This is an optimization exercise on Yosys and OpenROAD, whose aim is small area, not a production implementation. The RTL was checked by simulation tests, not by an equivalence proof against the original design. The flow treats the clock pin as an ideal source, which a real chip does not have. No activity file was given, so power comes from the tool's default toggle rates.

==> exp/yarrow <==
Design ALU_top, start of the top module:
module ALU_top(
    input clk,
    input [31:0] a,
    input [31:0] b,
    input [3:0] f,
    output reg [31:0] y,
    output reg [3:0] zero
    );
==> flow/config.mk <==
export PLATFORM = sky130hd
export DESIGN_NAME = ALU_top
export DESIGN_NICKNAME = ALU_top
export VERILOG_FILES = /design/flow/design.v
export SDC_FILE = /design/flow/constraint.sdc
export NUM_CORES = 4
export LEC_CHECK = 0
export CAP_MARGIN = 20
export CORE_MARGIN = 2
export CORE_UTILIZATION = 40
export SLEW_MARGIN = 20
export SYNTH_HIERARCHICAL = 1
export SYNTH_MINIMUM_KEEP_SIZE = 1
==> flow/constraint.sdc <==
create_clock -name core_clock -period 4.5 [get_ports {clk}]
set_input_delay 0.9000 -clock core_clock [delete_from_list [all_inputs] [get_ports {clk}]]
set_output_delay 0.9000 -clock core_clock [all_outputs]
set_load 0.01 [all_outputs]
standard.sh (not shown) runs the stock make flow with config.mk's settings and CLKGATE_MAP_FILE= SYNTH_SCRIPT=/design/flow/synth_recipe.tcl, a recipe that flattens the netlist after the stock synthesis.
==> flow/flow/run.sh <==
#!/bin/bash
# The standard layout (standard.sh), with these changes:
#  - synthesis maps to the x1 (or x0) size of every cell: the platform's
#    don't-use list plus the larger sizes (flow/synth_dont_use.txt); ABC
#    otherwise upsizes the one-gate modules for a load they do not have.
#    Placement and timing repair may still use every size;
#  - the port buffers are the smallest buffer cell (buf_1);
#  - clock tree: clkbuf_8 buffers and no dummy loads.
# Each step's output goes to a log file of its own here; ORFS's own logs are
# under orfs/logs.
set -euo pipefail
bash standard.sh synth "DONT_USE_CELLS=$(cat flow/synth_dont_use.txt)" > synth.log 2>&1
export BUFFER_PORTS_ARGS="-buffer_cell sky130_fd_sc_hd__buf_1"
export CTS_ARGS="-sink_clustering_enable -repair_clock_nets -dont_use_dummy_load -buf_list sky130_fd_sc_hd__clkbuf_8"
bash standard.sh > layout.log 2>&1
Other scripts of this flow, unchanged in this note and not shown: flow/flow/synth_dont_use.txt
==> inputs of exp/sierra, as changes to exp/yarrow <==
==> flow/flow/run.sh (replaced) <==
#!/bin/bash
# The standard layout (standard.sh), with these changes:
#  - synthesis maps to the x1 (or x0) size of every cell: the platform's
#    don't-use list plus the larger sizes (flow/synth_dont_use.txt); ABC
#    otherwise upsizes the one-gate modules for a load they do not have.
#    Placement and timing repair may still use every size;
#  - the port buffers are the smallest buffer cell (buf_1);
#  - clock tree: clkbuf_4 buffers and no dummy loads, then each clock buffer
#    is sized to the smallest clkbuf that keeps the slew at the flip-flop
#    clock pins under 120 ps (flow/clk_size.tcl).
# Each step's output goes to a log file of its own here; ORFS's own logs are
# under orfs/logs.
set -euo pipefail
R=orfs/results/sky130hd/ALU_top/base
bash standard.sh synth "DONT_USE_CELLS=$(cat flow/synth_dont_use.txt)" > synth.log 2>&1
export BUFFER_PORTS_ARGS="-buffer_cell sky130_fd_sc_hd__buf_1"
export CTS_ARGS="-sink_clustering_enable -repair_clock_nets -dont_use_dummy_load -buf_list sky130_fd_sc_hd__clkbuf_4"
bash standard.sh cts > place_cts.log 2>&1
ODB_IN=$R/4_cts.odb ODB_OUT=$R/4_cts.odb SDC_IN=$R/4_cts.sdc \
  LIB=$FLOW_HOME/platforms/sky130hd/lib/sky130_fd_sc_hd__tt_025C_1v80.lib \
  PLATFORM_DIR=$FLOW_HOME/platforms/sky130hd CLK_SLEW_TARGET=0.120 CLK_ROOT_SLEW_TARGET=0.25 \
  openroad -no_splash -exit flow/clk_size.tcl > clk_size.log 2>&1
bash standard.sh > route_finish.log 2>&1
==> flow/flow/clk_size.tcl (new file) <==
# Sizes each clock buffer to the smallest clkbuf that keeps the slew at the
# pins it drives under a target, leaves first, then re-legalizes placement.
read_db $::env(ODB_IN)
read_liberty $::env(LIB)
read_sdc $::env(SDC_IN)
source $::env(PLATFORM_DIR)/setRC.tcl
set_propagated_clock [all_clocks]
estimate_parasitics -placement
set target $::env(CLK_SLEW_TARGET)
set sizes {sky130_fd_sc_hd__clkbuf_1 sky130_fd_sc_hd__clkbuf_2 sky130_fd_sc_hd__clkbuf_4 sky130_fd_sc_hd__clkbuf_8 sky130_fd_sc_hd__clkbuf_16}
proc load_slew {inst} {
  set mx 0
  set out [get_pins -of_objects [get_cells $inst] -filter "direction == output"]
  set net [get_nets -of_objects $out]
  foreach p [get_pins -of_objects $net -filter "direction == input"] {
    set s [get_property $p slew_max]
    if {$s > $mx} { set mx $s }
  }
  return $mx
}
proc drives_flops {inst} {
  set out [get_pins -of_objects [get_cells $inst] -filter "direction == output"]
  set net [get_nets -of_objects $out]
  foreach p [get_pins -of_objects $net -filter "direction == input"] {
    if {[string match *CLK [get_full_name $p]]} { return 1 }
  }
  return 0
}
set bufs {}
foreach i [get_cells -hierarchical *] {
  if {[string match *clkbuf* [get_property $i ref_name]]} { lappend bufs [get_full_name $i] }
}
set leaves {}; set others {}
foreach b $bufs { if {[drives_flops $b]} { lappend leaves $b } else { lappend others $b } }
foreach pass {1 2} {
  foreach b [concat $leaves $others] {
    set t [expr {[lsearch $leaves $b] >= 0 ? $target : $::env(CLK_ROOT_SLEW_TARGET)}]
    foreach s $sizes {
      replace_cell [get_cells $b] [get_lib_cells */$s]
      estimate_parasitics -placement
      if {[load_slew $b] <= $t} { break }
    }
    puts "clock buffer $b: [get_property [get_cells $b] ref_name] slew [load_slew $b]"
  }
}
detailed_placement
check_placement
estimate_parasitics -placement
set mx 0
foreach p [get_pins -hierarchical */CLK] { set s [get_property $p slew_max]; if {$s > $mx} {set mx $s} }
puts "max flop clock slew $mx"
write_db $::env(ODB_OUT)
CORE_UTILIZATION = 70   (was 40)
==> qor summary <==
metric	exp/yarrow	exp/sierra
Flip-flop and latch share of the layout cell area	0.435	0.446
Clock transition at path regs	0.09 ns	0.11 ns
Terminating pin of the worst hold path	a_r[30]	a_r[19]
Minimum clock period	4.10 ns	4.19 ns
Worst Min Path Start	a[30]	a[19]
Smallest hold slack	0.626 ns	0.542 ns
Status	complete, no violations	complete, no violations
Width of the die	103 um	78.7 um
# rows	36	27
Die outline height	103 um	78.7 um
Clk pwr share	0.209	0.187
First-pass GRT wire length	12800 um	13800 um
Met1 track utilization from global routing	0.203	0.322
Combinational power	564 uW	577 uW

[static timing again, ports no longer ideal]
How much do the figures lean on ideal ports? The routed layouts below were timed once more, with nothing changed but the port constraints.
Step 1 assumes that a clkbuf_16 drives the clock port and a buf_2 every other input.
Step 2 times the ports against the registers' clock, not the clock port: input delays grow and output delays shrink by t, the midpoint of the rising clock arrivals with the driver on.
Slacks: no drivers / after step 1 / after step 2; pairs: no drivers / after step 1.
run | t, ns | setup slack, ns | hold slack, ns | latest minus earliest clock arrival (ns) | worst data-port slew with drivers (ns)
exp/yarrow | 0.372 | 0.399 / 0.399 / 0.399 | 0.626 / 0.619 / 0.646 | 0.030 / 0.030 | 0.04
exp/sierra | 0.448 | 0.315 / 0.315 / 0.315 | 0.542 / 0.536 / 0.650 | 0.035 / 0.035 | 0.04
After both steps setup and hold are still met in every run listed.
